From an optimization exercise on the open Yosys and OpenROAD flow, aimed at small area and a short achievable clock period; shortcuts taken in it are not production practice.
At most, simulation tests tie the RTL to the original design; equivalence was not proved.
No functional check of the RTL was part of run 1.
In every run shown here, the design's own scripts or RTL, not TritonCTS, make the clock network.
No driver is modelled on the clock port, so clock power and skew are understated where the tree is cut down; a real chip needs a root buffer or a tree.
Power is estimated from default activity; no workload was simulated.

==> flow/run.sh <==
#!/bin/bash
# Layout flow: the standard ORFS flow (standard.sh), with these changes.
#  - The port buffers are plain buf_1 cells.
#  - flow/mycts.tcl replaces ORFS's CTS step. The clock port drives one
#    clock inverter, which drives CTS_NBUF clock inverters, each driving one
#    cluster of flip-flops. Then timing repair aims at CTS_MARGIN ns of setup
#    slack, and an area recovery pass gives each cell the smallest size that
#    keeps the worst slack that repair reached.
set -euo pipefail
export BUFFER_PORTS_ARGS="-buffer_cell sky130_fd_sc_hd__buf_1"
RES=$PWD/orfs/results/$FLOW_PLATFORM/xspi_top/base

bash standard.sh "BUFFER_PORTS_ARGS=$BUFFER_PORTS_ARGS" place > flow_1_to_3_place.log 2>&1

PLATFORM_DIR=$FLOW_HOME/platforms/$FLOW_PLATFORM RES=$RES CLK_PORT=clk \
  CTS_ROOT=sky130_fd_sc_hd__clkinv_16 CTS_NBUF=6 CTS_BUFCELL=sky130_fd_sc_hd__clkinv_8 \
  SETUP_SLACK_MARGIN=4.85 AREA_RECOVER=1 AR_MAX_SLEW=0.4 AR_EPS=0.003 \
  openroad -no_init -exit flow/mycts.tcl > flow_4_cts.log 2>&1
cp $RES/4_1_cts.odb $RES/4_cts.odb
touch $RES/4_cts.sdc

bash standard.sh "BUFFER_PORTS_ARGS=$BUFFER_PORTS_ARGS" finish > flow_5_to_6_finish.log 2>&1
==> flow/mycts.tcl <==
# Clock tree by hand: the clock port drives NBUF clock buffers, each of which
# drives one cluster of the clock sinks (k-means on their placed positions).
# Then timing repair and legal placement as ORFS's CTS step does.
set plat $::env(PLATFORM_DIR)
set res $::env(RES)
set nbuf $::env(CTS_NBUF)
set bufcell $::env(CTS_BUFCELL)
read_liberty $plat/lib/sky130_fd_sc_hd__tt_025C_1v80.lib
read_db $res/3_place.odb
read_sdc $res/3_place.sdc
source $plat/setRC.tcl
set_dont_use [concat [get_lib_cells *probe*] [get_lib_cells *lpflow*]]

set db [ord::get_db]
set block [ord::get_db_block]
# Move each flip-flop that drives an output port buffer next to that buffer,
# so that the flip-flop's output net is short.
proc driver_of {net} {
  if {$net eq "NULL"} { return "" }
  foreach it [$net getITerms] {
    if {[$it isOutputSignal]} { return [$it getInst] }
  }
  return ""
}
set moved 0
if {[info exists ::env(PULL_OUT_FLOPS)] && $::env(PULL_OUT_FLOPS)} {
  foreach bt [$block getBTerms] {
    if {[$bt getIoType] ne "OUTPUT"} continue
    set buf [driver_of [$bt getNet]]
    if {$buf eq ""} continue
    set bin ""
    foreach it [$buf getITerms] { if {[$it isInputSignal]} { set bin $it } }
    if {$bin eq ""} continue
    set ff [driver_of [$bin getNet]]
    if {$ff eq "" || ![string match "*df*" [[$ff getMaster] getName]]} continue
    lassign [$buf getLocation] bx by
    $ff setLocation $bx $by
    incr moved
  }
  puts "moved $moved flip-flops next to their output buffers"
  detailed_placement
}
set clknet [$block findNet $::env(CLK_PORT)]
set sinks {}
foreach it [$clknet getITerms] {
  lappend sinks $it
}
puts "clock sinks: [llength $sinks]"
# positions
set px {}; set py {}
foreach it $sinks {
  set b [[$it getInst] getBBox]
  lappend px [expr {([$b xMin] + [$b xMax]) / 2.0}]
  lappend py [expr {([$b yMin] + [$b yMax]) / 2.0}]
}
set n [llength $sinks]
# k-means, seeded by sorting on angle around the centroid
set cx 0; set cy 0
foreach x $px y $py { set cx [expr {$cx + $x}]; set cy [expr {$cy + $y}] }
set cx [expr {$cx / $n}]; set cy [expr {$cy / $n}]
set cent {}
for {set k 0} {$k < $nbuf} {incr k} {
  set a [expr {2 * 3.14159265 * ($k + 0.5) / $nbuf}]
  lappend cent [list [expr {$cx + 20000 * cos($a)}] [expr {$cy + 20000 * sin($a)}]]
}
set cap [expr {int(ceil(double($n) / $nbuf)) + 2}]
for {set iter 0} {$iter < 50} {incr iter} {
  # balanced assignment: greedy by distance with a size cap
  set pairs {}
  for {set i 0} {$i < $n} {incr i} {
    for {set k 0} {$k < $nbuf} {incr k} {
      lassign [lindex $cent $k] ux uy
      set d [expr {abs([lindex $px $i] - $ux) + abs([lindex $py $i] - $uy)}]
      lappend pairs [list $d $i $k]
    }
  }
  set pairs [lsort -real -index 0 $pairs]
  set asg [lrepeat $n -1]
  set cnt [lrepeat $nbuf 0]
  foreach p $pairs {
    lassign $p d i k
    if {[lindex $asg $i] >= 0} continue
    if {[lindex $cnt $k] >= $cap} continue
    lset asg $i $k
    lset cnt $k [expr {[lindex $cnt $k] + 1}]
  }
  set newc {}
  for {set k 0} {$k < $nbuf} {incr k} {
    set sx 0; set sy 0; set m 0
    for {set i 0} {$i < $n} {incr i} {
      if {[lindex $asg $i] == $k} {
        set sx [expr {$sx + [lindex $px $i]}]; set sy [expr {$sy + [lindex $py $i]}]; incr m
      }
    }
    if {$m > 0} { lappend newc [list [expr {$sx / $m}] [expr {$sy / $m}]] } else { lappend newc [lindex $cent $k] }
  }
  set cent $newc
}
puts "cluster sizes: $cnt"
proc out_iterm {inst} {
  foreach it [$inst getITerms] {
    if {[$it isOutputSignal]} { return $it }
  }
  error "no output on [$inst getName]"
}
proc in_iterm {inst} {
  foreach it [$inst getITerms] {
    if {[$it isInputSignal]} { return $it }
  }
  error "no input on [$inst getName]"
}
# Optional root cell between the clock port and the cluster drivers.
set leafsrc $clknet
if {[info exists ::env(CTS_ROOT)] && $::env(CTS_ROOT) ne ""} {
  set rm [$db findMaster $::env(CTS_ROOT)]
  set root [odb::dbInst_create $block $rm "cts_root"]
  set leafsrc [odb::dbNet_create $block "cts_root_net"]
  $leafsrc setSigType CLOCK
  [in_iterm $root] connect $clknet
  [out_iterm $root] connect $leafsrc
  set sx 0; set sy 0
  foreach c $cent { set sx [expr {$sx + [lindex $c 0]}]; set sy [expr {$sy + [lindex $c 1]}] }
  $root setLocation [expr {int($sx / $nbuf)}] [expr {int($sy / $nbuf)}]
  $root setPlacementStatus PLACED
}
set master [$db findMaster $bufcell]
for {set k 0} {$k < $nbuf} {incr k} {
  set inst [odb::dbInst_create $block $master "cts_buf_$k"]
  set net [odb::dbNet_create $block "cts_net_$k"]
  $net setSigType CLOCK
  [in_iterm $inst] connect $leafsrc
  [out_iterm $inst] connect $net
  lassign [lindex $cent $k] ux uy
  $inst setLocation [expr {int($ux) - [$master getWidth] / 2}] [expr {int($uy)}]
  $inst setPlacementStatus PLACED
  for {set i 0} {$i < $n} {incr i} {
    if {[lindex $asg $i] == $k} {
      set it [lindex $sinks $i]
      $it disconnect
      $it connect $net
    }
  }
}
$clknet setSigType CLOCK
detailed_placement
set_propagated_clock [all_clocks]
estimate_parasitics -placement
report_clock_min_period
report_clock_latency
report_check_types -max_slew -max_capacitance -violators
foreach p [get_pins -of_objects [get_nets cts_net_*] -filter "direction==input"] { set sl [get_property $p slew_max] ; if {$sl > 0.09} { puts "slew $sl [get_full_name $p]" } }
report_checks -path_delay max -format end -group_path_count 3
set rt_args {-verbose}
if {[info exists ::env(SETUP_SLACK_MARGIN)]} { lappend rt_args -setup_margin $::env(SETUP_SLACK_MARGIN) }
repair_timing {*}$rt_args
detailed_placement
estimate_parasitics -placement

# Area recovery: give each cell the smallest size of its kind that keeps the
# worst setup slack (as repair_timing left it), keeps the slew on the cell's
# outputs under AR_MAX_SLEW ns and adds no slew or capacitance violation.
proc cell_kind {name} {
  if {[regexp {^(.*)_([0-9]+)$} $name -> base size]} { return [list $base $size] }
  return [list $name -1]
}
proc out_slew {inst} {
  set w 0
  foreach p [get_pins -of_objects $inst -filter "direction==output"] {
    set s [get_property $p slew_max]
    if {$s > $w} { set w $s }
  }
  return $w
}
if {[info exists ::env(AREA_RECOVER)] && $::env(AREA_RECOVER)} {
  set maxslew $::env(AR_MAX_SLEW)
  set floor [expr {[sta::worst_slack_cmd max] - $::env(AR_EPS) * 1e-9}]
  set nslew [sta::max_slew_violation_count]
  set ncap [sta::max_capacitance_violation_count]
  puts "area recovery: slack floor $floor"
  set todo {}
  foreach inst [get_cells *] {
    set iname [get_full_name $inst]
    if {[string match "cts_*" $iname]} continue
    set ref [get_property $inst ref_name]
    if {[string match "*tap*" $ref] || [string match "*fill*" $ref] || [string match "*decap*" $ref]} continue
    lassign [cell_kind $ref] base size
    if {$size < 0} continue
    set kinds [list $base]
    if {$base eq "sky130_fd_sc_hd__clkbuf" || $base eq "sky130_fd_sc_hd__buf"} {
      set kinds {sky130_fd_sc_hd__buf sky130_fd_sc_hd__clkbuf}
    }
    set area [get_property [get_lib_cells */$ref] area]
    set cands {}
    foreach k $kinds {
      foreach lc [get_lib_cells */${k}_*] {
        set ln [get_name $lc]
        lassign [cell_kind $ln] b2 s2
        if {$b2 ne $k} continue
        if {[get_property $lc is_buffer] != [get_property [get_lib_cells */$ref] is_buffer]} continue
        if {[get_property $lc dont_use]} continue
        set a2 [get_property $lc area]
        if {$a2 < $area - 0.01} { lappend cands [list $a2 $ln] }
      }
    }
    if {[llength $cands] == 0} continue
    set cands [lsort -real -index 0 $cands]
    lappend todo [list [expr {$area - [lindex $cands 0 0]}] $iname $ref $cands]
  }
  set todo [lsort -real -decreasing -index 0 $todo]
  set saved 0.0
  foreach t $todo {
    lassign $t gain iname ref cands
    set inst [get_cells $iname]
    set oldarea [get_property [get_lib_cells */$ref] area]
    foreach c $cands {
      lassign $c a2 ln
      replace_cell $inst [get_lib_cells */$ln]
      estimate_parasitics -placement
      set ok 1
      if {[sta::worst_slack_cmd max] < $floor} { set ok 0 }
      if {$ok && [out_slew $inst] > $maxslew} { set ok 0 }
      if {$ok && [sta::max_slew_violation_count] > $nslew} { set ok 0 }
      if {$ok && [sta::max_capacitance_violation_count] > $ncap} { set ok 0 }
      if {$ok} {
        set saved [expr {$saved + $oldarea - $a2}]
        break
      }
      replace_cell $inst [get_lib_cells */$ref]
      estimate_parasitics -placement
    }
  }
  puts "area recovery: saved $saved um2, worst slack [sta::worst_slack_cmd max]"
  detailed_placement
  estimate_parasitics -placement
}
check_placement -verbose
report_checks -path_delay max -format end -group_path_count 5
report_checks -path_delay max
write_db $res/4_1_cts.odb
write_sdc -no_timestamp $res/4_cts.sdc
==> standard.sh <==
#!/bin/bash
# synth_recipe.tcl (not shown) runs the flow's synth.tcl, then flattens the netlist and writes it again
# the make line also repeats each setting of config.mk as NAME=value (left out here)
make -C /OpenROAD-flow-scripts/flow DESIGN_CONFIG=/design/flow/config.mk WORK_HOME=/design/flow/orfs CLKGATE_MAP_FILE= SYNTH_SCRIPT=/design/flow/synth_recipe.tcl "${@:-finish}"
==> config.mk <==
export PLATFORM = sky130hd
export DESIGN_NAME = xspi_top
export DESIGN_NICKNAME = xspi_top
export VERILOG_FILES = /design/flow/design.v
export SDC_FILE = /design/flow/constraint.sdc
export NUM_CORES = 4
export LEC_CHECK = 0
export ABC_CLOCK_PERIOD_IN_PS = 2100
export CAP_MARGIN = 20
export CORE_MARGIN = 2
export CORE_UTILIZATION = 40
export SLEW_MARGIN = 20
export SYNTH_HIERARCHICAL = 1
export SYNTH_MINIMUM_KEEP_SIZE = 0
==> constraint.sdc <==
create_clock -name core_clock -period 7.0 [get_ports {clk}]
set_input_delay 1.4000 -clock core_clock [delete_from_list [all_inputs] [get_ports {clk}]]
set_output_delay 1.4000 -clock core_clock [all_outputs]
set_load 0.01 [all_outputs]
==> design.v <==
module xspi_top (
    input  wire        clk,
    input  wire        rst_n,
    input  wire        start,
    input  wire [7:0]  command,
    input  wire [47:0] address,
    input  wire [63:0] wr_data,
    output reg  [63:0] rd_data,
    output reg         done,
    output reg         ready,
    output reg         xspi_cs_n,
    output reg  [7:0]  xspi_io
);
    reg  [8:0]  jc;
    reg         is_wr;       
    reg         is_rd;       
    reg         clr_pend;    
    reg  [63:0] mem;         
    wire is_oth = ~is_wr & ~is_rd;
    wire [17:0] st;          
    assign st[0] = ~jc[0] & ~jc[8];
    genvar n;
    generate
        for (n = 1; n <= 8; n = n + 1) begin : g_up
            assign st[n] = jc[n - 1] & ~jc[n];
        end
        for (n = 10; n <= 17; n = n + 1) begin : g_down
            assign st[n] = ~jc[n - 10] & jc[n - 9];
        end
    endgenerate
    assign st[9] = jc[0] & jc[8];
    wire up_1_8  = jc[0] & ~jc[8];   
    wire st_9_15 = jc[8] & jc[6];    
    wire fin = (st[8] & is_oth) | (st[16] & is_wr) | st[17];
    always @(posedge clk or negedge rst_n) begin
        if (!rst_n)
            jc <= 9'd0;
        else if (fin)
            jc <= 9'd0;
        else
            jc <= {jc[7:0], ~jc[8] & (jc[0] | start)};
    end
    always @(posedge clk or negedge rst_n) begin
        if (!rst_n)
            clr_pend <= 1'b1;
        else if (st[8])
            clr_pend <= 1'b0;
    end
    always @(posedge clk) begin
        if (st[1]) begin
            is_wr <= (command == 8'hA5);
            is_rd <= (command == 8'hFF);
        end
    end
    wire [15:0] io_sel;
    assign io_sel[0]  = st[1];                      
    assign io_sel[1]  = st[7];                      
    assign io_sel[2]  = st[6];                      
    assign io_sel[3]  = st[5];                      
    assign io_sel[4]  = st[4];                      
    assign io_sel[5]  = st[3];                      
    assign io_sel[6]  = st[2];                      
    assign io_sel[7]  = is_wr & st[15];             
    assign io_sel[8]  = is_wr & st[14];             
    assign io_sel[9]  = is_wr & st[13];             
    assign io_sel[10] = is_wr & st[12];             
    assign io_sel[11] = is_wr & st[11];             
    assign io_sel[12] = is_wr & st[10];             
    assign io_sel[13] = is_wr & st[9];              
    assign io_sel[14] = is_wr & st[8];              
    assign io_sel[15] = is_rd & (st[8] | st_9_15);  
    wire [7:0] io_nx;
    xspi_bytesel io_mux (
        .sel(io_sel),
        .src({mem[63:56], wr_data, address, command}),
        .y(io_nx)
    );
    always @(posedge clk) begin
        xspi_io   <= io_nx;
        xspi_cs_n <= ~((up_1_8 & ~(st[8] & is_oth)) | st_9_15
                       | (st[16] & is_rd));
        done      <= fin;
        ready     <= st[16] & is_rd;
    end
    reg mem_sh;      
    reg rd_ld;       
    always @(posedge clk) begin
        mem_sh <= (is_wr & (st[8] | st_9_15))
                | (is_rd & (st[7] | st[8] | st[9] | st[10] | st[11]
                            | st[12] | st[13] | st[14]));
        rd_ld  <= is_rd & st[15];
    end
    wire [7:0] mem_in = (is_wr ? xspi_io : mem[63:56]) & {8{~clr_pend}};
    always @(posedge clk) begin
        if (clr_pend | mem_sh)
            mem <= {mem[55:0], mem_in};
    end
    always @(posedge clk) begin
        if (clr_pend | rd_ld)
            rd_data <= mem;
    end
endmodule
module xspi_bytesel (
    input  wire [15:0]  sel,
    input  wire [127:0] src,
    output wire [7:0]   y
);
    genvar b, p;
    generate
        for (b = 0; b < 8; b = b + 1) begin : g_bit
            wire [7:0] pair_n;   
            for (p = 0; p < 8; p = p + 1) begin : g_pair
                xspi_aoi22 u_aoi (
                    .a1(sel[2 * p]),     .a2(src[16 * p + b]),
                    .b1(sel[2 * p + 1]), .b2(src[16 * p + 8 + b]),
                    .y(pair_n[p])
                );
            end
            wire lo, hi;
            xspi_nand4 u_lo (.a(pair_n[3:0]), .y(lo));
            xspi_nand4 u_hi (.a(pair_n[7:4]), .y(hi));
            xspi_or2 u_or (.a(lo), .b(hi), .y(y[b]));
        end
    endgenerate
endmodule
module xspi_aoi22 (
    input  wire a1, a2, b1, b2,
    output wire y
);
    assign y = ~((a1 & a2) | (b1 & b2));
endmodule
module xspi_nand4 (
    input  wire [3:0] a,
    output wire       y
);
    assign y = ~&a;
endmodule
module xspi_or2 (
    input  wire a, b,
    output wire y
);
    assign y = a | b;
endmodule
==> results of run 1 <==
[layout by cell type (no fill, tap or decap)]
master     Yosys  layout
a21boi_0       1       1
a21o_1         1       1
a21oi_1        1       1
a221oi_1       1       1
a22oi_1        0      64
a31oi_4        1       1
and2_1         3       3
and3_1         2       2
and3b_1        1       1
buf_1          0     197
buf_2          0       3
clkinv_16      0       1
clkinv_8       0       6
dfrtp_1        9       9
dfstp_2        1       1
dfxtp_1       13      12
dfxtp_2        0       1
edfxtp_1     130     130
inv_1          1       1
mux2i_1        8       8
nand2_1        6       6
nand2b_1       1       1
nand4_1       18      18
nor2_1        16      13
nor2_2         0       3
nor2b_1       13      19
nor2b_2        7       1
nor3_1         0       1
nor3b_1        1       1
o221ai_1       1       1
o31ai_1        1       1
o41ai_1        1       1
or2_1          8       8
or2_2          3       1
or2_4          0       2
or3_1          0       1
or4_1          1       1
[routing by layer]
| metal | vias up | track usage, % |
|---|---|---|
| met4 | 0 | 2.09 |
| met2 | 144 | 29.8 |
| met1 | 1794 | 22.7 |
| li1 | 1698 | - |
| met3 | 17 | 2.35 |
| met5 | - | 0 |
[final cells by class]
| cell class | count | area (sq um) | area share (%) |
|---|---|---|---|
| inverters | 8 | 131 | 1.98 |
| well taps | 184 | 230 | 3.46 |
| multi-input cells | 162 | 1110 | 16.7 |
| repair buffers | 200 | 754 | 11.4 |
| flip-flops and latches | 153 | 4420 | 66.5 |
[sequential cells by signal (all words and copies together) (netlist names)]
name / flops
mem: 64
rd_data: 64
jc: 9
xspi_io: 8
clr_pend: 1
done: 1
is_rd: 1
is_wr: 1
mem_sh: 1
rd_ld: 1
ready: 1
xspi_cs_n: 1
[path summary, 6_finish.rpt]
| check | end | depth (start not counted) |
|---|---|---|
| max reg2reg | xspi_io[0]$_DFF_P_ | 6 |
| min in group asynchronous | jc[2]$_DFF_PN0_ | 1 |
| min | mem[19]$_DFFE_PP_ | 0 |
| max | rd_data[6] | 1 |
| min reg2reg | mem[19]$_DFFE_PP_ | 0 |
| max in group asynchronous | jc[5]$_DFF_PN0_ | 1 |
[power by group through the flow]
stage / sequential [mW] / clock [mW] / combinational (mW)
after floorplan: 1.64 / 0 / 0.477
after global placement: 1.67 / 0 / 0.755
after global routing: 1.69 / 0.378 / 0.729
after detailed placement: 1.68 / 0 / 0.763
final: 1.65 / 0.335 / 0.657
[per-module statistics from Yosys (local to each module, per instance), a selection]
module | flip-flops and latches | times used | area (sq um)
xspi_top | 153 | 1 | 4930
xspi_aoi22 | 0 | 64 | 12.5
xspi_or2 | 0 | 8 | 6.26
xspi_nand4 | 0 | 16 | 6.26
[worst reg2reg max path, delay by kind of cell, from the launching register on]
family / cells / cell delay (ps)
AND/OR/NAND/NOR: 4 / 880
AO/OA/AOI/OAI: 2 / 500
flip-flops: 1 / 470
[kinds of logic after synthesis]
| kind of cell | after synthesis | synth area share [%] |
|---|---|---|
| flip-flops | 153 | 75.1 |
| multiplexers | 8 | 1.36 |
| AO/OA/AOI/OAI | 72 | 14.9 |
| buffers and inverters | 4 | 0.383 |
| AND/OR/NAND/NOR | 82 | 8.32 |
[metrics by stage]
stage / setup slack, ps / hold slack, ps
after floorplan: 4880 / 421
after global placement: 4600 / 427
after detailed placement: 4530 / 430
after global routing: 4740 / 458
final: 4800 / 447
==> notes.md, run 1 <==
mean number of vias per cell=5.17; DP HPWL=9940 um; die width=125 um; Worst setup SP type=flip-flop; PD cells=397 mW/mm^2; Max Slew Vio Count=0; RSZ-0062 raised after global routing=false; Port Buf Inserts=197; synthesis warning total=7; Power, Total=2.64 mW; total of max-cap violations=0; total global-route track usage=16.8%; drt wl/cell=19.5 um; Hold Crit Class=flip-flop to flip-flop; Placement Rows=44; Slew @ Worst Pin=939 ps; Gate power share=24.9%; VDD IR-drop max=152 uV; Post-synth top cells=edfxtp_1 (130), a22oi_2 (64), nand4_1 (18); antenna violations before repair=0; Inserted Diodes=0; Buf+Inv Stages, Crit Path=1; final setup violating endpoints=0; top-area cell type share of the netlist area=66.4%; #FFs+latches synth=153; share of cells above drive strength 1=3.82%; drt pass-1 iters=5; Clock power frac=12.7%; WS Path Type=flip-flop to output pin; Int Power=1.74 mW; Hold Fails Final Rpt=0; routability cong.=0.815; r2r setup slk=5060 ps; main area contributors after synthesis=edfxtp_1 (66%), a22oi_2 (14%), dfxtp_1 (4.4%); Largest stage delay, worst path=430 ps; final net count=648; Die H=125 um; EDFF count, synth=130; Worst Path Required=5600 ps; most frequent cell after synthesis=edfxtp_1; Tcrit/Tclk final=31.4%; Switching Fraction=34.1%; Core ar.=0.0144 sq mm; CP endpoint kind=output pin; largest net degree at the start of global routing=65; Critical Path Source=rd_data[6]$_DFFE_PP_; global-route wire length before repair=20800 um; DIE AREA=0.0157 sq mm; min Tclk post-route=2200 ps; # fillers=1391; dominant cell type by area after synthesis=edfxtp_1; WL met2=6840 um; Ports=198; Antenna Violating Nets Remaining=0; met3 WL post-DR=902 um; final instance area=0.00665 sq mm; synth unique cells=32; skew final=14.3 ps; r2r startpoint=jc[7]$_DFF_PN0_; max layer used=met4; Worst-path clk slew=100 ps; crit-path leading delay family=flip-flops; Critical Path Fanout Max=1; Mapped Cells=319; f_max=455 MHz; Initial Util=40.8%; Net Switching=0.900 mW; Post-Syn Area per Cell=18.4 sq um; asr flop ratio synth=6.54%; Pleak=2.11 nW; critical path's slowest cell=edfxtp_1; register share of total power=62.4%; status=timing/DRC/antenna clean; Clock Latency Late Sink=210 ps; vias=3653; M1 WL=5800 um; Initial DRC Count=258; syn_nets=442; DRC=0; area delta synth->final=13.0%; crit-path cells=buf_1; TNS Setup=0 ps; critical path arrival=800 ps; # placed instances=698; total grt overflow=0; final core occ=46.1%; relative slew slack=37.4%; most frequently used flop master after synthesis=edfxtp_1; Post-Syn Area=0.00588 sq mm; Layout Cells excl Fill=707; vias in the first global route=3657; Placed Instance Area=0.00685 sq mm; hold path start=mem[11]$_DFFE_PP_; register area share after synthesis=75.1%; Post-Route WL=13800 um
==> run 2, diff against run 1 <==
--- a/design.v
+++ b/design.v
@@ -105,39 +105,15 @@
     input  wire [127:0] src,
     output wire [7:0]   y
 );
-    genvar b, p;
+    genvar b;
     generate
         for (b = 0; b < 8; b = b + 1) begin : g_bit
-            wire [7:0] pair_n;   
-            for (p = 0; p < 8; p = p + 1) begin : g_pair
-                xspi_aoi22 u_aoi (
-                    .a1(sel[2 * p]),     .a2(src[16 * p + b]),
-                    .b1(sel[2 * p + 1]), .b2(src[16 * p + 8 + b]),
-                    .y(pair_n[p])
-                );
+            wire [15:0] bits;
+            genvar k;
+            for (k = 0; k < 16; k = k + 1) begin : g_src
+                assign bits[k] = sel[k] & src[8 * k + b];
             end
-            wire lo, hi;
-            xspi_nand4 u_lo (.a(pair_n[3:0]), .y(lo));
-            xspi_nand4 u_hi (.a(pair_n[7:4]), .y(hi));
-            xspi_or2 u_or (.a(lo), .b(hi), .y(y[b]));
+            assign y[b] = |bits;
         end
     endgenerate
 endmodule
-module xspi_aoi22 (
-    input  wire a1, a2, b1, b2,
-    output wire y
-);
-    assign y = ~((a1 & a2) | (b1 & b2));
-endmodule
-module xspi_nand4 (
-    input  wire [3:0] a,
-    output wire       y
-);
-    assign y = ~&a;
-endmodule
-module xspi_or2 (
-    input  wire a, b,
-    output wire y
-);
-    assign y = a | b;
-endmodule
--- a/config.mk
+++ b/config.mk
@@ -8,7 +8,7 @@
 export ABC_CLOCK_PERIOD_IN_PS = 2100
 export CAP_MARGIN = 20
 export CORE_MARGIN = 2
-export CORE_UTILIZATION = 40
+export CORE_UTILIZATION = 60
 export SLEW_MARGIN = 20
 export SYNTH_HIERARCHICAL = 1
 export SYNTH_MINIMUM_KEEP_SIZE = 0
==> notes.md, run 2 <==
Worst-path clk slew=100 ps (about the same); Initial DRC Count=199 (-23%); global-route wire length before repair=19100 um (-8.0%); most frequent cell after synthesis=edfxtp_1; asr flop ratio synth=6.54% (unchanged); #FFs+latches synth=153 (unchanged); die width=101 um (-19%); largest net degree at the start of global routing=65 (unchanged); Max Slew Vio Count=0 (unchanged); Placement Rows=35 (-20%); final net count=631 (-2.6%); area occupied by multi-input gates=0.00108 sq mm (-2.7%); TNS Setup=0 ps (unchanged); total global-route track usage=24.8% (+8.1 points); most frequently used flop master after synthesis=edfxtp_1; DRC=0 (unchanged); Hold Crit Class=flip-flop to flip-flop; total of max-cap violations=0 (unchanged); Critical Path Source=command[4]; Antenna Violating Nets Remaining=0 (unchanged); Initial Util=61.7% (+21 points); EDFF count, synth=130 (unchanged); Placed Instance Area=0.00647 sq mm (-5.5%); WS Path Type=primary input to flip-flop; share of cells above drive strength 1=3.36% (-0.46 points); synthesis warning total=7 (unchanged); critical path arrival=2260 ps (+1460 ps); DP HPWL=9840 um (-0.97%); Inserted Diodes=0 (unchanged); VDD IR-drop max=167 uV (+9.8%); commonest non-fill, non-tap cells in the layout=buf_1 (195), edfxtp_1 (130), a221oi_1 (33); drt wl/cell=20.6 um (+5.8%); Critical Path Fanout Max=3 (+2); vias=3645 (-0.22%); antenna violations before repair=0 (unchanged); relative slew slack=43.9% (+6.5 points); Post-Syn Area=0.00570 sq mm (-3.1%); Slew @ Worst Pin=842 ps (-97.9 ps); Post-Syn Area per Cell=17.9 sq um (-3.1%); Ports=198 (unchanged); Power, Total=2.63 mW (-0.51%); r2r startpoint=is_wr$_DFFE_PP_; DIE AREA=0.0103 sq mm (-34%); status=timing/DRC/antenna clean; Worst setup SP type=primary input; largest registers=mem x64, rd_data x64, jc x9; syn_nets=442 (unchanged); min Tclk post-route=2180 ps (-17.0 ps); Tcrit/Tclk final=31.1% (-0.24 points); Worst Path Required=7080 ps (+1480 ps); Hold Slack=437 ps (-9.68 ps); skew final=20.5 ps (+6.15 ps); area delta synth->final=14.8%; RSZ-0062 raised after global routing=false; Port Buf Inserts=197 (unchanged); top-area cell type share of the netlist area=68.5% (+2.1 points); PD cells=401 mW/mm^2 (+0.97%); Post-Route WL=13100 um (-5.0%); mean number of vias per cell=5.74 (+11%); f_max=459 MHz (+0.78%); total grt overflow=0 (unchanged); dominant cell type by area after synthesis=edfxtp_1; CP endpoint kind=flip-flop; final core occ=70.9% (+25 points); # fillers=659 (-53%); Post-synth top cells=edfxtp_1 (130), a22o_1 (31), a221oi_1 (28); drt pass-1 iters=4 (-1); Die H=101 um (-19%); Core ar.=0.00924 sq mm (-36%); Register Area=0.00442 sq mm (about the same); final instance area=0.00655 sq mm (-1.5%); Clock Latency Late Sink=210 ps (about the same); Pleak=2.13 nW (+1.2%); hold path start=mem[7]$_DFFE_PP_; Mapped Cells=319 (unchanged); routability cong.=0.968 (+19%); vias in the first global route=3529 (-3.5%); most common cell after layout, fill and taps aside=buf_1; main area contributors after synthesis=edfxtp_1 (68%), a22o_1 (4.8%), dfxtp_1 (4.6%); final setup violating endpoints=0 (unchanged); register area share after synthesis=77.4% (+2.4 points); Hold Fails Final Rpt=0 (unchanged); synth unique cells=37 (+16%)
## run 2: cell types whose count changed in the layout (fill, tap and decap cells not counted), moves of 3 or more
cell / change
buf_2: -3
a221oi_1: +32
a22o_1: +32
nor2_2: -3
nand4_1: -8
nor2_1: +3
or2_1: -8
a22oi_1: -64
## run 2: area by class of cell
type	instances	share of cell area, %
inverters	8	2.01
well taps	129	2.47
repair buffers	199	11.6
flip-flops and latches	153	67.4
multi-input cells	146	16.5
## run 2: metal layers
metal  GRT usage, %  share of wire (%)
met5              0                  0
met1           31.7                 38
met3           5.24                7.9
met2           42.4                 50
met4           9.04                4.4
## run 2: worst max-delay path: stages
cell      delay [ps]
buf_1            110
a22o_1           260
a221oi_1         330
nand4_1          150
## run 2: cell families after synthesis
| logic type | count (synthesis) | share of synthesized area (%) |
|---|---|---|
| compound gates | 72 | 11.7 |
| buf+inv | 20 | 2.61 |
| flops | 153 | 77.4 |
| mux | 8 | 1.40 |
| simple gates | 66 | 6.82 |
## run 2: per-module statistics from Yosys (local to each module, per instance)
module | cells | copies in the design
xspi_top | 231 | 1
xspi_bytesel | 88 | 1
## run 2: stage by stage
| step | std cells | worst slack [ps] |
|---|---|---|
| after global placement | 628 | 4660 |
| after detailed placement | 628 | 4610 |
| after floorplan | 319 | 4880 |
| final | 635 | 4820 |
| after global routing | 635 | 4780 |
## run 2: power breakdown
group	switching, mW	internal, mW	leakage, nW	total [mW]
logic	0.402	0.244	0.627	0.646
clock network	0.277	0.0485	0.0528	0.325
registers	0.194	1.46	1.45	1.65
## run 2: worst paths after layout
kind	endpoint	slack, ps	depth (start not counted)
max in group asynchronous	clr_pend$_DFFE_PN1P_	5480	1
setup / recovery	xspi_io[4]$_DFF_P_	4820	4
setup reg to reg	xspi_io[0]$_DFF_P_	4970	5
hold / removal	mem[15]$_DFFE_PP_	440	0
min in group asynchronous	jc[4]$_DFF_PN0_	1140	1
hold reg to reg	mem[15]$_DFFE_PP_	440	0
==> run 3, diff against run 2 <==
--- a/config.mk
+++ b/config.mk
@@ -8,7 +8,7 @@
 export ABC_CLOCK_PERIOD_IN_PS = 2100
 export CAP_MARGIN = 20
 export CORE_MARGIN = 2
-export CORE_UTILIZATION = 60
+export CORE_UTILIZATION = 75
 export SLEW_MARGIN = 20
 export SYNTH_HIERARCHICAL = 1
 export SYNTH_MINIMUM_KEEP_SIZE = 0
==> notes.md, run 3 <==
Initial DRC Count=800 (+300%); Hold Fails Final Rpt=0 (unchanged); Worst Path Required=7050 ps (-30 ps); Critical Path Fanout Max=3 (unchanged); total global-route track usage=46.4% (+22 points); commonest non-fill, non-tap cells in the layout=buf_1 (199), edfxtp_1 (130), a22o_1 (32); min Tclk post-route=2350 ps (+171 ps); relative slew slack=31.2% (-13 points); DP HPWL=11100 um (+13%); Core ar.=0.00729 sq mm (-21%); Clock Latency Late Sink=220 ps (about the same); Ports=198 (unchanged); Clock power frac=11.8% (-0.6 points); PD cells=435 mW/mm^2 (+8.5%); area delta synth->final=14.8% (about the same); RSZ-0062 raised after global routing=false; dominant cell type by area after synthesis=edfxtp_1; # fillers=273 (-59%); Placement Rows=31 (-11%); CP endpoint kind=flip-flop; critical path arrival=2400 ps (+140 ps); TNS Setup=0 ps (unchanged); Max Slew Vio Count=0 (unchanged); Tcrit/Tclk final=33.6% (+2.4 points); M1 WL=5270 um (+7.2%); synthesis warning total=7 (unchanged); EDFF count, synth=130 (unchanged); largest net degree at the start of global routing=65 (unchanged); routability cong.=0.999 (+3.2%); most frequent cell after synthesis=edfxtp_1; drt pass-1 iters=9 (+5); #FFs+latches synth=153 (unchanged); Net Switching=1.08 mW (+24%); asr flop ratio synth=6.54% (unchanged); final setup violating endpoints=0 (unchanged); Die H=91.2 um (-10%); Post-Route WL=19100 um (+46%); Mapped Cells=319 (unchanged); WS Path Type=primary input to flip-flop; Slew @ Worst Pin=1030 ps (+188 ps); mean number of vias per cell=7.42 (+29%); DRC=0 (unchanged); final net count=634 (+0.48%); vias in the first global route=4503 (+28%); Initial Util=78.2% (+16 points); r2r setup slk=4760 ps (-210 ps); status=timing/DRC/antenna clean; Worst-path clk slew=100 ps (about the same); f_max=425 MHz (-7.3%); setup slack after layout=4650 ps (-171 ps); Pleak=2.14 nW (+0.36%); register share of total power=60.5% (-2.5 points); Int Power=1.76 mW (+0.69%); skew final=20.8 ps (+0.339 ps); total of max-cap violations=0 (unchanged); max layer used=met4; met3 WL post-DR=3020 um (+190%); Hold Slack=456 ps (+19.3 ps); synth unique cells=37 (unchanged); Switching Fraction=38.0% (+4.8 points); antenna violations before repair=2 (+2); die width=91.2 um (-10%); register area share after synthesis=77.4% (unchanged); Antenna Violating Nets Remaining=0 (unchanged); drt wl/cell=31.2 um (+52%); Post-Syn Area=0.00570 sq mm (unchanged); DIE AREA=0.00832 sq mm (-19%); Gate power share=27.7% (+3.1 points); most common cell after layout, fill and taps aside=buf_1; top-area cell type share of the netlist area=68.5% (unchanged); Power, Total=2.85 mW (+8.5%); largest registers=mem x64, rd_data x64, jc x9; most frequently used flop master after synthesis=edfxtp_1; Port Buf Inserts=197 (unchanged); global-route wire length before repair=27800 um (+45%); Worst setup SP type=primary input; Post-synth top cells=edfxtp_1 (130), a22o_1 (31), a221oi_1 (28); total grt overflow=0 (unchanged); VDD IR-drop max=296 uV (+78%); vias=4526 (+24%); share of cells above drive strength 1=3.73% (+0.37 points); WL met2=8640 um (+32%); syn_nets=442 (unchanged); Hold Crit Class=flip-flop to flip-flop; pre-CTS WS=4390 ps (-223 ps); Post-Syn Area per Cell=17.9 sq um (unchanged); main area contributors after synthesis=edfxtp_1 (68%), a22o_1 (4.8%), dfxtp_1 (4.6%)
[run 3: logic make-up after synthesis]
group,Yosys count,synth area share (%)
muxes,8,1.40
and+or+nand+nor,66,6.82
DFF,153,77.4
AOI/OAI and AO/OA,72,11.7
buffers and inverters,20,2.61
[run 3: path summary, 6_finish.rpt]
path,start,depth (start not counted),end
setup / recovery,command[6],4,xspi_io[6]$_DFF_P_
hold / removal,mem[7]$_DFFE_PP_,0,mem[15]$_DFFE_PP_
setup reg to reg,jc[7]$_DFF_PN0_,6,xspi_io[6]$_DFF_P_
hold reg to reg,mem[7]$_DFFE_PP_,0,mem[15]$_DFFE_PP_
max in group asynchronous,rst_n,1,jc[7]$_DFF_PN0_
min in group asynchronous,rst_n,1,jc[5]$_DFF_PN0_
[run 3: cell type report]
class,instances,area (sq um),area share (%)
Antenna cell,2,5.00,0.0765
Inverter,8,131,2.01
Multi-Input combinational cell,146,1100,16.8
Sequential cell,153,4420,67.5
Tap cell,99,124,1.89
Timing Repair Buffer,202,771,11.8
[run 3: worst max-delay path, cell delays in order]
cell      delay, ps
buf_1           110
a22o_1          260
a221oi_1        410
nand4_1         220
[run 3: layer usage]
layer,global-route usage [%],up-vias
met4,32.8,0
li1,-,1676
met3,15.6,211
met5,0,-
met1,52.3,1973
met2,74.5,666
[run 3: power by group through the flow]
stage | Combinational (mW) | Clock, mW | Sequential [mW]
6_report | 0.788 | 0.337 | 1.72
3_3_place_gp | 0.644 | 0 | 1.65
3_5_place_dp | 0.689 | 0 | 1.69
5_1_grt | 0.808 | 0.364 | 1.74
2_1_floorplan | 0.465 | 0 | 1.63
[run 3: modules after synthesis (local to each module, per instance)]
module	times used	cells inside	cell area, sq um
xspi_bytesel	1	88	769
xspi_top	1	231	4930
[run 3: stage by stage]
stage	utilization, %	std cells	cell area, sq um
floorplan	-	319	5700
global placement	88.2	598	6430
detailed placement	88.2	598	6430
global route	89.7	610	6540
finish	89.7	610	6540
==> run 4, diff against run 3 <==
--- a/config.mk
+++ b/config.mk
@@ -8,7 +8,7 @@
 export ABC_CLOCK_PERIOD_IN_PS = 2100
 export CAP_MARGIN = 20
 export CORE_MARGIN = 2
-export CORE_UTILIZATION = 75
+export CORE_UTILIZATION = 40
 export SLEW_MARGIN = 20
 export SYNTH_HIERARCHICAL = 1
 export SYNTH_MINIMUM_KEEP_SIZE = 0
==> notes.md, run 4 <==
status=timing/DRC/antenna clean; CP endpoint kind=output pin; synthesis warning total=7 (unchanged); routability cong.=0.908 (-9.1%); WS Path Type=flip-flop to output pin; DRC=0 (unchanged); largest registers=mem x64, rd_data x64, jc x9; total grt overflow=0 (unchanged); VDD IR-drop max=144 uV (-51%); Post-Syn Area per Cell=17.9 sq um (unchanged); RSZ-0062 raised after global routing=false; largest net degree at the start of global routing=65 (unchanged); PD cells=401 mW/mm^2 (-7.8%); Hold Crit Class=flip-flop to flip-flop; TNS Setup=0 ps (unchanged); Max Slew Vio Count=0 (unchanged); most common cell after layout, fill and taps aside=buf_1; Power, Total=2.65 mW (-7.0%); vias=3662 (-19%); CP Depth=1 (-3); pre-CTS WS=4680 ps (+296 ps); mean number of vias per cell=5.34 (-28%); reg2reg path depth=5 (-1); main area contributors after synthesis=edfxtp_1 (68%), a22o_1 (4.8%), dfxtp_1 (4.6%); Largest stage delay, worst path=380 ps (-30 ps); Hold Fails Final Rpt=0 (unchanged); drt wl/cell=21.4 um (-32%); WHS Path Cells=0 (unchanged); relative slew slack=39.6% (+8.3 points); Buf+Inv Stages, Crit Path=1 (unchanged); commonest non-fill, non-tap cells in the layout=buf_1 (194), edfxtp_1 (130), a221oi_1 (33); Tcrit/Tclk final=31.0% (-2.6 points); Post-synth top cells=edfxtp_1 (130), a22o_1 (31), a221oi_1 (28); asr flop ratio synth=6.54% (unchanged); most frequent cell after synthesis=edfxtp_1; final net count=630 (-0.63%); Clock Latency Late Sink=220 ps (about the same); Ports=198 (unchanged); Initial DRC Count=421 (-47%); skew final=14.8 ps (-5.98 ps); Worst-path clk slew=100 ps (about the same); critical path arrival=770 ps (-1630 ps); area delta synth->final=15.8%; crit-path cells=clkbuf_2; Port Buf Inserts=197 (unchanged); hold path endpoint=rd_data[28]$_DFFE_PP_; r2r setup slk=4870 ps (+110 ps); f_max=460 MHz (+8.2%); synth unique cells=37 (unchanged); DP HPWL=11200 um (+0.61%); EDFF count, synth=130 (unchanged); total global-route track usage=18.5% (-28 points); Post-Route WL=14700 um (-23%); Antenna Violating Nets Remaining=0 (unchanged); Slew @ Worst Pin=907 ps (-123 ps); share of cells above drive strength 1=3.17% (-0.56 points); register area share after synthesis=77.4% (unchanged); Post-Syn Area=0.00570 sq mm (unchanged); r2r startpoint=is_wr$_DFFE_PP_; final setup violating endpoints=0 (unchanged); critical path's slowest cell=dfxtp_1; Mapped Cells=319 (unchanged); hold path start=mem[28]$_DFFE_PP_; most frequently used flop master after synthesis=edfxtp_1; Core ar.=0.0139 sq mm (+90%); die width=123 um (+35%); # placed instances=678 (+13%); DIE AREA=0.0152 sq mm (+83%); total of max-cap violations=0 (unchanged); worst reg2reg path endpoint=xspi_io[7]$_DFF_P_; Layout Cells excl Fill=686 (+12%); Die H=123 um (+35%); Initial Util=41.1% (-37 points); Placement Rows=43 (+39%); drt pass-1 iters=4 (-5); crit-path leading delay family=flip-flops; min Tclk post-route=2170 ps (-179 ps); dominant cell type by area after synthesis=edfxtp_1; Critical Path Fanout Max=2 (-1); Pleak=2.12 nW (-0.66%); Worst Path Required=5600 ps (-1450 ps); #FFs+latches synth=153 (unchanged); antenna violations before repair=0 (-2); vias in the first global route=3702 (-18%); Worst setup SP type=flip-flop; top-area cell type share of the netlist area=68.5% (unchanged); global-route wire length before repair=21000 um (-25%); setup slack after layout=4830 ps (+179 ps); syn_nets=442 (unchanged)
## run 4: how the worst max path moves through the flow
stage	start	endpoint	slack (ps)
6_report	xspi_io[1]$_DFF_P_	xspi_io[1]	4830
5_1_grt	is_wr$_DFFE_PP_	xspi_io[7]$_DFF_P_	4670
3_5_place_dp	command[7]	xspi_io[7]$_DFF_P_	4680
3_3_place_gp	is_wr$_DFFE_PP_	xspi_io[1]$_DFF_P_	4640
2_1_floorplan	command[1]	is_wr$_DFFE_PP_	4880
## run 4: Yosys stat by module (local to each module, per instance)
| module | cells inside | cell area [sq um] | times used | flops+latches |
|---|---|---|---|---|
| xspi_bytesel | 88 | 769 | 1 | 0 |
| xspi_top | 231 | 4930 | 1 | 153 |
## run 4: cell type report
type / count / area, sq um
Fill cell: 1301 / 7280
Sequential cell: 153 / 4420
Multi-Input combinational cell: 146 / 1080
Timing Repair Buffer: 198 / 748
Tap cell: 180 / 225
Inverter: 8 / 131
Antenna cell: 1 / 2.50
## run 4: layer usage
metal | GRT usage [%] | vias up | wire (um)
li1 | - | 1667 | -
met3 | 2.58 | 24 | 1040
met1 | 24.7 | 1771 | 6000
met5 | 0 | - | 0
met2 | 32.2 | 200 | 7230
met4 | 4.26 | 0 | 380
## run 4: kinds of logic after synthesis
kind of cell	after synthesis	synth area share, %
flip-flops	153	77.4
AND/OR/NAND/NOR	66	6.82
multiplexers	8	1.40
AO/OA/AOI/OAI	72	11.7
buffers and inverters	20	2.61
## run 4: power by group
part / internal, mW / switching, mW
clock: 0.0487 / 0.292
sequential: 1.46 / 0.202
combinational: 0.243 / 0.402
total: 1.75 / 0.896
## run 4: through the flow
stage               util [%]  cell area, sq um  hold slack (ps)
finish                  47.6              6610              442
global route            47.6              6600              448
detailed placement      47.1              6530              430
global placement        47.0              6530              425
floorplan                  -              5700              421
==> run 5, diff against run 4 <==
--- a/flow/run.sh
+++ b/flow/run.sh
@@ -12,7 +12,7 @@
 
 bash standard.sh "BUFFER_PORTS_ARGS=$BUFFER_PORTS_ARGS" place > flow_1_to_3_place.log 2>&1
 
-PLATFORM_DIR=$FLOW_HOME/platforms/$FLOW_PLATFORM RES=$RES CLK_PORT=clk \
+PLATFORM_DIR=$FLOW_HOME/platforms/$FLOW_PLATFORM RES=$RES CLK_PORT=clk PULL_OUT_FLOPS=1 PULL_OUT_BUFS=1 \
   CTS_ROOT=sky130_fd_sc_hd__clkinv_16 CTS_NBUF=6 CTS_BUFCELL=sky130_fd_sc_hd__clkinv_8 \
   SETUP_SLACK_MARGIN=4.85 AREA_RECOVER=1 AR_MAX_SLEW=0.4 AR_EPS=0.003 \
   openroad -no_init -exit flow/mycts.tcl > flow_4_cts.log 2>&1
--- a/flow/mycts.tcl
+++ b/flow/mycts.tcl
@@ -33,8 +33,13 @@
     if {$bin eq ""} continue
     set ff [driver_of [$bin getNet]]
     if {$ff eq "" || ![string match "*df*" [[$ff getMaster] getName]]} continue
-    lassign [$buf getLocation] bx by
-    $ff setLocation $bx $by
+    if {[info exists ::env(PULL_OUT_BUFS)] && $::env(PULL_OUT_BUFS)} {
+      lassign [$ff getLocation] fx fy
+      $buf setLocation [expr {$fx + [[$ff getMaster] getWidth]}] $fy
+    } else {
+      lassign [$buf getLocation] bx by
+      $ff setLocation $bx $by
+    }
     incr moved
   }
   puts "moved $moved flip-flops next to their output buffers"
==> notes.md, run 5 <==
post-synthesis simple-gate area fraction=6.82% (unchanged); Max Slew Vio Count=0 (unchanged); Port Buf Inserts=197 (unchanged); Int Power=1.75 mW (about the same); Clock power frac=12.8% (about the same); crit-path cells=buf_2; routability cong.=0.908 (unchanged); # placed instances=678 (unchanged); worst reg2reg path endpoint=xspi_io[7]$_DFF_P_; met1 Resource Use GR=25.3% (+0.56 points); Register Area=0.00442 sq mm (unchanged); r2r startpoint=is_wr$_DFFE_PP_; syn_nets=442 (unchanged); register share of total power=62.2% (-0.6 points); Pleak=2.12 nW (about the same); Layout Cells excl Fill=686 (unchanged); crit-path leading delay family=flip-flops; die width=123 um (unchanged); Initial DRC Count=434 (+3.1%); top-area cell type share of the netlist area=68.5% (unchanged); area delta synth->final=15.9% (about the same); Switching Fraction=33.9% (+0.11 points); largest registers=mem x64, rd_data x64, jc x9; vias in the first global route=3592 (-3.0%); Post-synth top cells=edfxtp_1 (130), a22o_1 (31), a221oi_1 (28); final instance area=0.00661 sq mm (about the same); Post-Synth XOR/XNOR Area=0% (unchanged); WS Path Type=flip-flop to output pin; Slew @ Worst Pin=893 ps (-13.6 ps); Clock Latency Late Sink=220 ps (about the same); asr flop ratio synth=6.54% (unchanged); synthesis warning total=7 (unchanged); TNS Setup=0 ps (unchanged); final net count=630 (unchanged); VDD IR-drop max=148 uV (+2.7%); Antenna Violating Nets Remaining=0 (unchanged); antenna violations before repair=0 (unchanged); Post-Route WL=14900 um (+1.3%); drt wl/cell=21.6 um (+1.3%); Worst-path clk slew=110 ps (about the same); Worst setup SP type=flip-flop; synth unique cells=37 (unchanged); Global Route met3 Usage=3.14% (+0.55 points); f_max=460 MHz (-0.16%); final setup violating endpoints=0 (unchanged); post-synthesis adder-cell area fraction=0% (unchanged); Buf+Inv Stages, Crit Path=1 (unchanged); most frequent cell after synthesis=edfxtp_1; Core ar.=0.0139 sq mm (unchanged); drt pass-1 iters=4 (unchanged); Mapped Cells=319 (unchanged); vias=3557 (-2.9%); total global-route track usage=19.0% (+0.46 points); post-synthesis mux area share=1.40% (unchanged); mean number of vias per cell=5.19 (-2.9%); pre-CTS WS=4680 ps (unchanged); Hold Fails Final Rpt=0 (unchanged); Gate power share=24.9% (+0.5 points); Net Switching=0.901 mW (+0.51%); Post-Syn Area=0.00570 sq mm (unchanged); CP Depth=1 (unchanged); Hold Crit Class=flip-flop to flip-flop; DRC=0 (unchanged); main area contributors after synthesis=edfxtp_1 (68%), a22o_1 (4.8%), dfxtp_1 (4.6%); RSZ-0062 raised after global routing=false; total of max-cap violations=0 (unchanged); EDFF count, synth=130 (unchanged); DP HPWL=11200 um (unchanged); Critical Path Source=xspi_io[1]$_DFF_P_; reg2reg path depth=5 (unchanged); relative slew slack=40.5% (+0.91 points); register area share after synthesis=77.4% (unchanged); Post-Syn Area per Cell=17.9 sq um (unchanged); area occupied by multi-input gates=0.00108 sq mm (unchanged); most common cell after layout, fill and taps aside=buf_1; min Tclk post-route=2180 ps (+3.48 ps); Power, Total=2.65 mW (+0.17%); # fillers=1236 (-5.0%); Placement Rows=43 (unchanged); Critical Path Fanout Max=2 (unchanged); largest net degree at the start of global routing=65 (unchanged); DIE AREA=0.0152 sq mm (unchanged); largest family of logic cells by synthesized area=compound AO/OA/AOI/OAI gates; critical path's slowest cell=dfxtp_1; total grt overflow=0 (unchanged); skew final=17.8 ps (+2.95 ps); Ports=198 (unchanged); Initial Util=41.1% (unchanged); Largest stage delay, worst path=370 ps (about the same); dominant cell type by area after synthesis=edfxtp_1; r2r setup slk=4870 ps (about the same); setup slack after layout=4820 ps (-3.48 ps); #FFs+latches synth=153 (unchanged); most frequently used flop master after synthesis=edfxtp_1; Worst Setup EP=xspi_io[1]; commonest non-fill, non-tap cells in the layout=buf_1 (193), edfxtp_1 (130), a221oi_1 (33); status=timing/DRC/antenna clean; Worst Path Required=5600 ps (about the same); met2 GRT Util=32.6% (+0.38 points); Placed Instance Area=0.00653 sq mm (unchanged); Synth Area in Compound Gates=11.7% (unchanged); critical path arrival=780 ps (about the same); Die H=123 um (unchanged); share of cells above drive strength 1=3.37% (+0.20 points); global-route wire length before repair=21400 um (+2.2%); GR peak layer=met2; PD cells=402 mW/mm^2 (+0.15%); Tcrit/Tclk final=31.1% (+0.050 points); CP endpoint kind=output pin
## run 5: cell families (layout without fill, tap and decap cells)
kind of cell,Yosys count,after routing
AND/OR/NAND/NOR,66,66
flip-flops,153,153
AO/OA/AOI/OAI,72,72
buffers and inverters,20,206
other,0,1
multiplexers,8,8
## run 5: cell type report
cell class / count / area share [%]
diodes: 1 / 0.0379
multi-input cells: 146 / 16.4
flip-flops and latches: 153 / 66.8
well taps: 180 / 3.41
inverters: 8 / 1.99
repair buffers: 198 / 11.3
## run 5: worst min-delay path by stage
| stage | endpoint | startpoint | cells past startpoint | slack [ps] |
|---|---|---|---|---|
| 3_3_place_gp | mem[9]$_DFFE_PP_ | mem[1]$_DFFE_PP_ | 0 | 420 |
| 3_5_place_dp | rd_data[33]$_DFFE_PP_ | mem[33]$_DFFE_PP_ | 0 | 430 |
| 5_1_grt | mem[36]$_DFFE_PP_ | mem[28]$_DFFE_PP_ | 0 | 440 |
| 2_1_floorplan | mem[10]$_DFFE_PP_ | mem[2]$_DFFE_PP_ | 0 | 420 |
| 6_report | rd_data[28]$_DFFE_PP_ | mem[28]$_DFFE_PP_ | 0 | 440 |
## run 5: layer usage
layer,up-vias,routed length (um)
met4,0,371
met3,23,1230
met2,192,7290
met5,-,0
met1,1679,5960
li1,1663,-
## run 5: stage by stage
stage / util [%] / hold WS, ps
3_5_place_dp: 47.1 / 430
5_1_grt: 47.6 / 445
3_3_place_gp: 47.0 / 425
2_1_floorplan: - / 421
6_report: 47.6 / 440
## run 5: modules after synthesis (local to each module, per instance)
module	flip-flops and latches	copies in the design	area, sq um	cells
xspi_top	153	1	4930	231
xspi_bytesel	0	1	769	88
## run 5: worst register-to-register path, stage by stage (launching register included)
cell      delay, ps
edfxtp_1        840
inv_1           180
nor3b_1         480
buf_1           310
a221oi_1        150
nand4_1         110
## run 5: power by group through the flow
stage	clock network (mW)	logic [mW]	registers [mW]
after global routing	0.379	0.736	1.69
after floorplan	0	0.465	1.63
after detailed placement	0	0.677	1.69
after global placement	0	0.670	1.67
final	0.341	0.662	1.65
==> run 6, diff against run 5 <==
--- a/flow/run.sh
+++ b/flow/run.sh
@@ -12,9 +12,9 @@
 
 bash standard.sh "BUFFER_PORTS_ARGS=$BUFFER_PORTS_ARGS" place > flow_1_to_3_place.log 2>&1
 
-PLATFORM_DIR=$FLOW_HOME/platforms/$FLOW_PLATFORM RES=$RES CLK_PORT=clk PULL_OUT_FLOPS=1 PULL_OUT_BUFS=1 \
+PLATFORM_DIR=$FLOW_HOME/platforms/$FLOW_PLATFORM RES=$RES CLK_PORT=clk \
   CTS_ROOT=sky130_fd_sc_hd__clkinv_16 CTS_NBUF=6 CTS_BUFCELL=sky130_fd_sc_hd__clkinv_8 \
-  SETUP_SLACK_MARGIN=4.85 AREA_RECOVER=1 AR_MAX_SLEW=0.4 AR_EPS=0.003 \
+  SETUP_SLACK_MARGIN=4.95 AREA_RECOVER=1 AR_MAX_SLEW=0.4 AR_EPS=0.003 AR_GUARD=0.03 \
   openroad -no_init -exit flow/mycts.tcl > flow_4_cts.log 2>&1
 cp $RES/4_1_cts.odb $RES/4_cts.odb
 touch $RES/4_cts.sdc
--- a/flow/mycts.tcl
+++ b/flow/mycts.tcl
@@ -181,7 +181,10 @@
   set floor [expr {[sta::worst_slack_cmd max] - $::env(AR_EPS) * 1e-9}]
   set nslew [sta::max_slew_violation_count]
   set ncap [sta::max_capacitance_violation_count]
-  puts "area recovery: slack floor $floor"
+  set guard 0
+  if {[info exists ::env(AR_GUARD)]} { set guard $::env(AR_GUARD) }
+  set gfloor [expr {$floor * 1e9 + $guard}]
+  puts "area recovery: slack floor $floor, guard floor $gfloor ns"
   set todo {}
   foreach inst [get_cells *] {
     set iname [get_full_name $inst]
@@ -224,6 +227,12 @@
       set ok 1
       if {[sta::worst_slack_cmd max] < $floor} { set ok 0 }
       if {$ok && [out_slew $inst] > $maxslew} { set ok 0 }
+      if {$ok && $guard > 0} {
+        foreach p [get_pins -of_objects $inst -filter "direction==output"] {
+          set ps [get_property $p slack_max]
+          if {$ps ne "INF" && $ps < $gfloor} { set ok 0 }
+        }
+      }
       if {$ok && [sta::max_slew_violation_count] > $nslew} { set ok 0 }
       if {$ok && [sta::max_capacitance_violation_count] > $ncap} { set ok 0 }
       if {$ok} {
==> notes.md, run 6 <==
status=timing/DRC/antenna clean; Slew @ Worst Pin=898 ps (+4.82 ps); crit-path leading delay family=flip-flops; VDD IR-drop max=142 uV (-3.7%); Worst Path Required=5600 ps (about the same); DRC=0 (unchanged); Port Buf Inserts=197 (unchanged); RSZ-0062 raised after global routing=false; critical path arrival=770 ps (about the same); Clock Latency Late Sink=220 ps (about the same); Post-Route WL=14900 um (about the same); Die H=123 um (unchanged); total global-route track usage=18.8% (-0.23 points); die width=123 um (unchanged); PD cells=401 mW/mm^2 (about the same); Power, Total=2.66 mW (+0.37%); TNS Setup=0 ps (unchanged); hold path start=mem[28]$_DFFE_PP_; most frequent cell after synthesis=edfxtp_1; Post-synth top cells=edfxtp_1 (130), a22o_1 (31), a221oi_1 (28); final net count=634 (+0.63%); pre-CTS WS=4680 ps (unchanged); register area share after synthesis=77.4% (unchanged); commonest non-fill, non-tap cells in the layout=buf_1 (190), edfxtp_1 (130), a221oi_1 (33); dominant cell type by area after synthesis=edfxtp_1; vias=3679 (+3.4%); Ports=198 (unchanged); vias in the first global route=3741 (+4.1%); CP endpoint kind=output pin; Largest stage delay, worst path=410 ps (+40 ps); Layout Cells excl Fill=690 (+0.58%); synthesis warning total=7 (unchanged); critical path's slowest cell=edfxtp_1; area delta synth->final=16.4%; setup slack after layout=4830 ps (+1.59 ps); Antenna Violating Nets Remaining=0 (unchanged); skew final=16.4 ps (-1.40 ps); Tcrit/Tclk final=31.1% (about the same); EDFF count, synth=130 (unchanged); DP HPWL=11200 um (unchanged); r2r setup slk=5080 ps (+210 ps); WHS Path Cells=0 (unchanged); relative slew slack=40.1% (-0.32 points); Critical Path Fanout Max=1 (-1); Hold Crit Class=flip-flop to flip-flop; Placed Instance Area=0.00653 sq mm (unchanged); WS Path Type=flip-flop to output pin; Post-Syn Area=0.00570 sq mm (unchanged); asr flop ratio synth=6.54% (unchanged); Pleak=2.15 nW (+1.2%); drt pass-1 iters=5 (+1); routability cong.=0.908 (unchanged); Placement Rows=43 (unchanged); share of cells above drive strength 1=5.70% (+2.3 points); total grt overflow=0 (unchanged); synth unique cells=37 (unchanged); antenna violations before repair=0 (unchanged); largest net degree at the start of global routing=65 (unchanged); Initial Util=41.1% (unchanged); final setup violating endpoints=0 (unchanged); top-area cell type share of the netlist area=68.5% (unchanged); most common cell after layout, fill and taps aside=buf_1; Initial DRC Count=424 (-2.3%); # placed instances=678 (unchanged); global-route wire length before repair=21200 um (-0.93%); r2r startpoint=jc[7]$_DFF_PN0_; mean number of vias per cell=5.33 (+2.8%); main area contributors after synthesis=edfxtp_1 (68%), a22o_1 (4.8%), dfxtp_1 (4.6%); final instance area=0.00664 sq mm (+0.45%); Max Slew Vio Count=0 (unchanged); reg2reg path depth=6 (+1); drt wl/cell=21.5 um (-0.53%); syn_nets=442 (unchanged); largest registers=mem x64, rd_data x64, jc x9; min Tclk post-route=2170 ps (-1.59 ps); Post-Syn Area per Cell=17.9 sq um (unchanged); Worst setup SP type=flip-flop; Mapped Cells=319 (unchanged); Worst-path clk slew=100 ps (about the same); f_max=460 MHz (about the same); worst reg2reg path endpoint=xspi_io[2]$_DFF_P_; Hold Fails Final Rpt=0 (unchanged); most frequently used flop master after synthesis=edfxtp_1; Core ar.=0.0139 sq mm (unchanged); #FFs+latches synth=153 (unchanged); Buf+Inv Stages, Crit Path=1 (unchanged); DIE AREA=0.0152 sq mm (unchanged); total of max-cap violations=0 (unchanged); hold path endpoint=mem[36]$_DFFE_PP_; crit-path cells=clkbuf_2
==> run 6: cell type report <==
cell class              count  area [sq um]
well taps                 180           225
repair buffers            202           773
fillers                  1306          7240
inverters                   8           131
multi-input cells         146          1080
flip-flops and latches    153          4420
diodes                      1          2.50
==> run 6: per-module statistics from Yosys, one instance, submodules excluded <==
module / cells / area (sq um)
xspi_top: 231 / 4930
xspi_bytesel: 88 / 769
==> run 6: worst reg2reg max path, stage by stage, from the launching register on <==
cell and delay (ps):
dfrtp_1 520, nor2b_1 340, a21oi_1 100, nor2b_1 470, a22o_1 220, a221oi_1 70
nand4_1 140
==> run 6: per-layer routing <==
layer	vias to the layer above	GRT usage, %	wire length [um]
met5	-	0	0
met4	0	4.90	418
met3	28	2.72	1020
met2	191	32.6	7310
met1	1789	24.7	6110
li1	1671	-	-
==> run 6: how the worst max path moves through the flow <==
stage | cells past startpoint | slack [ps] | start | endpoint
6_report | 1 | 4830 | rd_data[0]$_DFFE_PP_ | rd_data[0]
3_5_place_dp | 4 | 4680 | command[7] | xspi_io[7]$_DFF_P_
3_3_place_gp | 4 | 4640 | is_wr$_DFFE_PP_ | xspi_io[1]$_DFF_P_
5_1_grt | 1 | 4790 | rd_data[8]$_DFFE_PP_ | rd_data[8]
2_1_floorplan | 2 | 4880 | command[1] | is_wr$_DFFE_PP_
==> run 6: kinds of logic after synthesis <==
| logic type | Yosys count | synth area share [%] |
|---|---|---|
| AND/OR/NAND/NOR | 66 | 6.82 |
| flip-flops | 153 | 77.4 |
| AO/OA/AOI/OAI | 72 | 11.7 |
| multiplexers | 8 | 1.40 |
| buffers and inverters | 20 | 2.61 |
==> run 6: through the flow <==
step / hold WS (ps) / util, %
global placement: 425 / 47.0
detailed placement: 430 / 47.1
floorplan: 421 / -
global route: 448 / 47.8
finish: 442 / 47.8
==> run 6: where the power goes <==
part	total [mW]	switching (mW)	internal, mW
clock network	0.340	0.291	0.0488
registers	1.66	0.194	1.46
logic	0.665	0.417	0.248
total	2.66	0.902	1.76
==> run 7, diff against run 6 <==
--- a/flow/run.sh
+++ b/flow/run.sh
@@ -14,7 +14,7 @@
 
 PLATFORM_DIR=$FLOW_HOME/platforms/$FLOW_PLATFORM RES=$RES CLK_PORT=clk \
   CTS_ROOT=sky130_fd_sc_hd__clkinv_16 CTS_NBUF=6 CTS_BUFCELL=sky130_fd_sc_hd__clkinv_8 \
-  SETUP_SLACK_MARGIN=4.95 AREA_RECOVER=1 AR_MAX_SLEW=0.4 AR_EPS=0.003 AR_GUARD=0.03 \
+  SETUP_SLACK_MARGIN=4.85 AREA_RECOVER=1 AR_MAX_SLEW=0.4 AR_EPS=0.003 AR_GUARD=0.03 \
   openroad -no_init -exit flow/mycts.tcl > flow_4_cts.log 2>&1
 cp $RES/4_1_cts.odb $RES/4_cts.odb
 touch $RES/4_cts.sdc
==> notes.md, run 7 <==
status=timing/DRC/antenna clean; skew final=15.1 ps (-1.27 ps); Largest stage delay, worst path=410 ps (about the same); VDD IR-drop max=142 uV (about the same); Switching Fraction=33.8% (-0.12 points); EDFF count, synth=130 (unchanged); largest net degree at the start of global routing=65 (unchanged); total global-route track usage=18.5% (-0.22 points); dominant cell type by area after synthesis=edfxtp_1; final instance area=0.00662 sq mm (-0.23%); drt pass-1 iters=4 (-1); post-synthesis adder-cell area fraction=0% (unchanged); Mapped Cells=319 (unchanged); Clock power frac=12.8% (about the same); drt wl/cell=21.4 um (-0.71%); DRC=0 (unchanged); Worst setup SP type=flip-flop; Net Switching=0.896 mW (-0.68%); min Tclk post-route=2170 ps (+0.0700 ps); largest family of logic cells by synthesized area=compound AO/OA/AOI/OAI gates; Max Slew Vio Count=0 (unchanged); Pleak=2.16 nW (+0.28%); crit-path cells=clkbuf_2; Port Buf Inserts=197 (unchanged); Ports=198 (unchanged); Synth Area in Compound Gates=11.7% (unchanged); Post-Syn Area per Cell=17.9 sq um (unchanged); Critical Path Fanout Max=1 (unchanged); most frequently used flop master after synthesis=edfxtp_1; final setup violating endpoints=0 (unchanged); Tcrit/Tclk final=31.1% (about the same); Worst-path clk slew=100 ps (about the same); Die H=123 um (unchanged); commonest non-fill, non-tap cells in the layout=buf_1 (183), edfxtp_1 (130), a221oi_1 (33); largest registers=mem x64, rd_data x64, jc x9; f_max=460 MHz (about the same); post-synthesis mux area share=1.40% (unchanged); Post-Synth XOR/XNOR Area=0% (unchanged); Hold Crit Class=flip-flop to flip-flop; Int Power=1.76 mW (-0.16%); main area contributors after synthesis=edfxtp_1 (68%), a22o_1 (4.8%), dfxtp_1 (4.6%); Hold Fails Final Rpt=0 (unchanged); most common cell after layout, fill and taps aside=buf_1; WS Path Type=flip-flop to output pin; Initial DRC Count=423 (-0.24%); #FFs+latches synth=153 (unchanged); critical path arrival=770 ps (about the same); total of max-cap violations=0 (unchanged); Gate power share=24.5% (-0.5 points); Placed Instance Area=0.00653 sq mm (unchanged); global-route wire length before repair=21000 um (-1.2%); total grt overflow=0 (unchanged); synth unique cells=37 (unchanged); share of cells above drive strength 1=5.74% (+0.045 points); asr flop ratio synth=6.54% (unchanged); Post-synth top cells=edfxtp_1 (130), a22o_1 (31), a221oi_1 (28); RSZ-0062 raised after global routing=false; pre-CTS WS=4680 ps (unchanged); register area share after synthesis=77.4% (unchanged); synthesis warning total=7 (unchanged); crit-path leading delay family=flip-flops; final net count=630 (-0.63%); most frequent cell after synthesis=edfxtp_1; # fillers=1297 (-0.69%); CP endpoint kind=output pin; Register Area=0.00442 sq mm (about the same); Buf+Inv Stages, Crit Path=1 (unchanged); Antenna Violating Nets Remaining=0 (unchanged); top-area cell type share of the netlist area=68.5% (unchanged); Initial Util=41.1% (unchanged); area delta synth->final=16.1%; critical path's slowest cell=edfxtp_1; Core ar.=0.0139 sq mm (unchanged); syn_nets=442 (unchanged); post-synthesis simple-gate area fraction=6.82% (unchanged); Worst Path Required=5600 ps (about the same); area occupied by multi-input gates=0.00108 sq mm (unchanged); setup slack after layout=4830 ps (-0.0700 ps); final core occ=47.7% (-0.11 points); die width=123 um (unchanged); register share of total power=62.7% (+0.4 points); Clock Latency Late Sink=220 ps (about the same); Post-Route WL=14700 um (-1.3%); DP HPWL=11200 um (unchanged); Placement Rows=43 (unchanged); Post-Syn Area=0.00570 sq mm (unchanged); PD cells=401 mW/mm^2 (-0.11%); DIE AREA=0.0152 sq mm (unchanged); mean number of vias per cell=5.34 (+0.17%); vias=3664 (-0.41%); relative slew slack=40.0% (-0.16 points); TNS Setup=0 ps (unchanged); routability cong.=0.908 (unchanged); Slew @ Worst Pin=900 ps (+2.36 ps); Power, Total=2.66 mW (-0.34%); antenna violations before repair=0 (unchanged); vias in the first global route=3701 (-1.1%)
-- run 7: changes by cell type in the layout (fill, tap and decap cells not counted), sizes merged --
cell and change:
clkbuf +7, buf -11
-- run 7: cell families (layout without fill, tap and decap cells) --
group	after synthesis	in the layout
compound gates	72	72
buf+inv	20	206
flops	153	153
mux	8	8
other cells	0	1
simple gates	66	66
-- run 7: modules after synthesis (local to each module, per instance) --
| module | copies in the design | flops+latches | area, sq um |
|---|---|---|---|
| xspi_bytesel | 1 | 0 | 769 |
| xspi_top | 1 | 153 | 4930 |
-- run 7: routing by layer --
metal | vias up | GRT usage (%) | part of all wire, %
li1 | 1667 | - | -
met1 | 1781 | 24.7 | 41
met2 | 196 | 32.2 | 50
met3 | 20 | 2.58 | 6.9
met4 | 0 | 4.26 | 2.3
met5 | - | 0 | 0
-- run 7: final cells by class --
type | count | share of cell area [%]
diodes | 1 | 0.0378
repair buffers | 198 | 11.5
flip-flops and latches | 153 | 66.7
inverters | 8 | 1.98
multi-input cells | 146 | 16.3
well taps | 180 | 3.40
-- run 7: worst paths after layout --
kind	cells after the start	from	to	slack [ps]
min in group asynchronous	1	rst_n	jc[2]$_DFF_PN0_	1160
worst max register to register	5	is_wr$_DFFE_PP_	xspi_io[7]$_DFF_P_	4870
worst max-delay path	1	rd_data[0]$_DFFE_PP_	rd_data[0]	4830
worst min-delay path	0	mem[28]$_DFFE_PP_	mem[36]$_DFFE_PP_	440
worst min register to register	0	mem[28]$_DFFE_PP_	mem[36]$_DFFE_PP_	440
max in group asynchronous	1	rst_n	jc[7]$_DFF_PN0_	5470
-- run 7: stage by stage --
| stage | std cells | hold WS (ps) |
|---|---|---|
| after global placement | 677 | 425 |
| final | 686 | 442 |
| after global routing | 685 | 448 |
| after detailed placement | 678 | 430 |
| after floorplan | 319 | 421 |
-- run 7: power by group through the flow --
stage / combinational, mW / clock (mW) / sequential, mW
after detailed placement: 0.677 / 0 / 1.69
after global routing: 0.723 / 0.379 / 1.71
after global placement: 0.670 / 0 / 1.67
final: 0.649 / 0.340 / 1.67
after floorplan: 0.465 / 0 / 1.63

separate check: timing with driven ports:
Ports are ideal in the flow. The routed layouts listed here were re-timed in OpenROAD.
Step 1 assumes that a clkbuf_16 drives the clock port and a buf_2 every other input.
Step 2 times the ports against the registers' clock, not the clock port: input delays grow and output delays shrink by t, the midpoint of the rising clock arrivals with the driver on.
Slacks: no drivers / after step 1 / after step 2; pairs: no drivers / after step 1.
| run | t, ns | slack for setup (ns) |
|---|---|---|
| run 1 | 0.278 | 4.803 / 4.731 / 4.575 |
| run 2 | 0.275 | 4.820 / 4.763 / 4.573 |
| run 3 | 0.282 | 4.649 / 4.653 / 4.390 |
| run 4 | 0.285 | 4.828 / 4.753 / 4.653 |
| run 5 | 0.283 | 4.824 / 4.750 / 4.601 |
| run 6 | 0.284 | 4.826 / 4.751 / 4.655 |
| run 7 | 0.284 | 4.826 / 4.751 / 4.657 |
After both steps every run listed still meets setup and hold.
